From an optimization exercise on the open Yosys and OpenROAD flow, aimed at small area; shortcuts taken in it are not production practice.
Only simulation tests tie the RTL to the original design; equivalence was not proved.

before:
==> flow/design.v <==
module shiftregister(sysclk, rst, reset_led, reset_score, button0, button1, button2,
led0, led1, led2, led3, led4, led5, led6,
led8, led9, led10, led11, led12, led13, led14, led15,
led16, led17, led18, led19, led20, led21, led22, led23,
seg_a, seg_b, seg_c, seg_d, seg_e, seg_f, seg_g,
an3, an2, an1, an0);
input sysclk, reset_led, reset_score, button0, button1, button2;
input rst;
output led0, led1, led2, led3, led4, led5, led6;
output led8, led9, led10, led11, led12, led13, led14, led15;
output led16, led17, led18, led19, led20, led21, led22, led23;
output seg_a, seg_b, seg_c, seg_d, seg_e, seg_f, seg_g, an3, an2, an1, an0;
localparam [88:0] PAT0 = 89'b00000001100000100001101010000010000110101000001010101010100000101010101010001000100010001;
localparam [88:0] PAT1 = 89'b00000000000001011010010000000101101001000000010001000100000001000100010000000000000000000;
localparam [88:0] PAT2 = 89'b00000001111110100100000011111010010000001111101010101010111110101010101010100010001000100;
reg [13:0] cnt;
always @(posedge sysclk)
	if (rst) cnt <= 0;
	else cnt <= cnt + 1'b1;
wire tick = (cnt[5:0] == 6'h3f >> 1);       
wire step = (cnt == 14'h1fff);               
reg [6:0] i;
wire wrap = i[6] & i[4] & i[3];              
wire [6:0] ni = wrap ? 7'd0 : i;             
always @(posedge sysclk)
	if (rst) i <= 0;
	else if (step & ~reset_led) i <= wrap ? 7'd0 : i + 1'b1;
reg [7:0] temp0, temp1, temp2;
always @(posedge sysclk)
	if (rst | (step & reset_led)) begin
		temp0 <= 0; temp1 <= 0; temp2 <= 0;
	end else if (step) begin
		temp0 <= {PAT0[ni], temp0[7:1]};
		temp1 <= {PAT1[ni], temp1[7:1]};
		temp2 <= {PAT2[ni], temp2[7:1]};
	end
assign {led6, led5, led4, led3, led2, led1, led0} = temp0[6:0];
assign {led15, led14, led13, led12, led11, led10, led9, led8} = temp1;
assign {led23, led22, led21, led20, led19, led18, led17, led16} = temp2;
reg [15:0] ps;
reg [1:0] op;       
wire hit  = (temp0[0] & button0) | (temp1[0] & button1) | (temp2[0] & button2);
wire miss = (~temp0[0] & button0) | (~temp1[0] & button1) | (~temp2[0] & button2);
reg [15:0] sc;      
always @* begin
	sc = ps;
	case (op)
	2'd1: sc = ps + ((ps[3:0] == 4'd9) ? 16'd7 : 16'd1);
	2'd2: if (ps != 0) sc = ps - ((ps[3:0] == 4'd0) ? 16'd7 : 16'd1);
	2'd3: sc = 0;
	default: ;
	endcase
end
always @(posedge sysclk)
	if (rst) begin
		ps <= 0; op <= 0;
	end else if (tick) begin
		ps <= sc;
		op <= reset_score ? 2'd3 : hit ? 2'd1 : miss ? 2'd2 : 2'd0;
	end
reg shown;
always @(posedge sysclk)
	if (rst) shown <= 0;
	else if (tick) shown <= 1;
wire [2:0] ph = cnt[7:5] - 1'b1;
wire [1:0] d = ph[2:1];
reg [3:0] dig;
always @* case (d)
	2'd0: dig = ps[3:0];
	2'd1: dig = ps[7:4];
	2'd2: dig = ps[11:8];
	default: dig = ps[15:12];
endcase
assign an0 = ~(shown & (d == 2'd0));
assign an1 = ~(shown & (d == 2'd1));
assign an2 = ~(shown & (d == 2'd2));
assign an3 = ~(shown & (d == 2'd3));
reg [6:0] out;
always @* case (dig)
	4'd1: out = 7'b1001111;
	4'd2: out = 7'b0010010;
	4'd3: out = 7'b0000110;
	4'd4: out = 7'b1001100;
	4'd5: out = 7'b0100100;
	4'd6: out = 7'b0100000;
	4'd7: out = 7'b0001111;
	4'd8: out = 7'b0000000;
	4'd9: out = 7'b0000100;
	default: out = 7'b0000001;
endcase
assign {seg_a, seg_b, seg_c, seg_d, seg_e, seg_f, seg_g} = out;
endmodule
Settings: LEC_CHECK=0, CAP_MARGIN=20, CORE_MARGIN=2, CORE_UTILIZATION=40, CTS_BUF_LIST=sky130_fd_sc_hd__clkbuf_2 sky130_fd_sc_hd__clkbuf_4, SLEW_MARGIN=20; clock period 10.0 ns.
run.sh (not shown) runs the stock make flow with config.mk's settings and CLKGATE_MAP_FILE= SYNTH_SCRIPT=/design/flow/synth_recipe.tcl, a recipe that flattens the netlist after the stock synthesis.
before: no failed stages, no open violations at the end
--- input diff before..after ---
Settings: a deleted CTS_BUF_LIST that had been sky130_fd_sc_hd__clkbuf_2 sky130_fd_sc_hd__clkbuf_4.
==> run notes <==
- From after to before, effective utilization at floorplan did not move at all.
- Delta (after minus before): finished layout cell area increased by about 1.2% relative to the old numbers, final critical delay including setup and external delays decreased by 73 ps relative to the old numbers, number of global-route vias before repair closely matched the old numbers, wire length increased by 0.66% relative to the old numbers.
- [compare] base=before new=after: core utilization climbed 0.58 points; mean number of vias per cell stayed essentially flat.
- Reported for before and after, clock-buffer cell count turned out identical to the last digit.

==> re-timing with driven ports <==
In the flow no input, the clock included, has a driving cell. The finished layouts below were timed again as built, in two steps.
Step 1 sets driving cells, clkbuf_16 on the clock port and buf_2 on the other inputs (assumed; they add their load-dependent delay and slew).
Step 2 adds t to the input delays and takes it off the output delays; t is the mean of the earliest and latest rising clock arrival at the registers after step 1. Input paths then give back, and output paths get back, about the clock's delay inside the block.
Three values: ideal, step 1, step 2; two values: the first two.
run | shift t [ns] | setup slack, ns | hold WS [ns] | cell pins on the clock port's net
before | 0.431 | 4.536 / 4.507 / 4.938 | 0.459 / 0.459 / 0.459 | 1
after | 0.372 | 4.609 / 4.577 / 4.950 | 0.452 / 0.452 / 0.452 | 1
After both steps setup and hold are still met in every run listed.
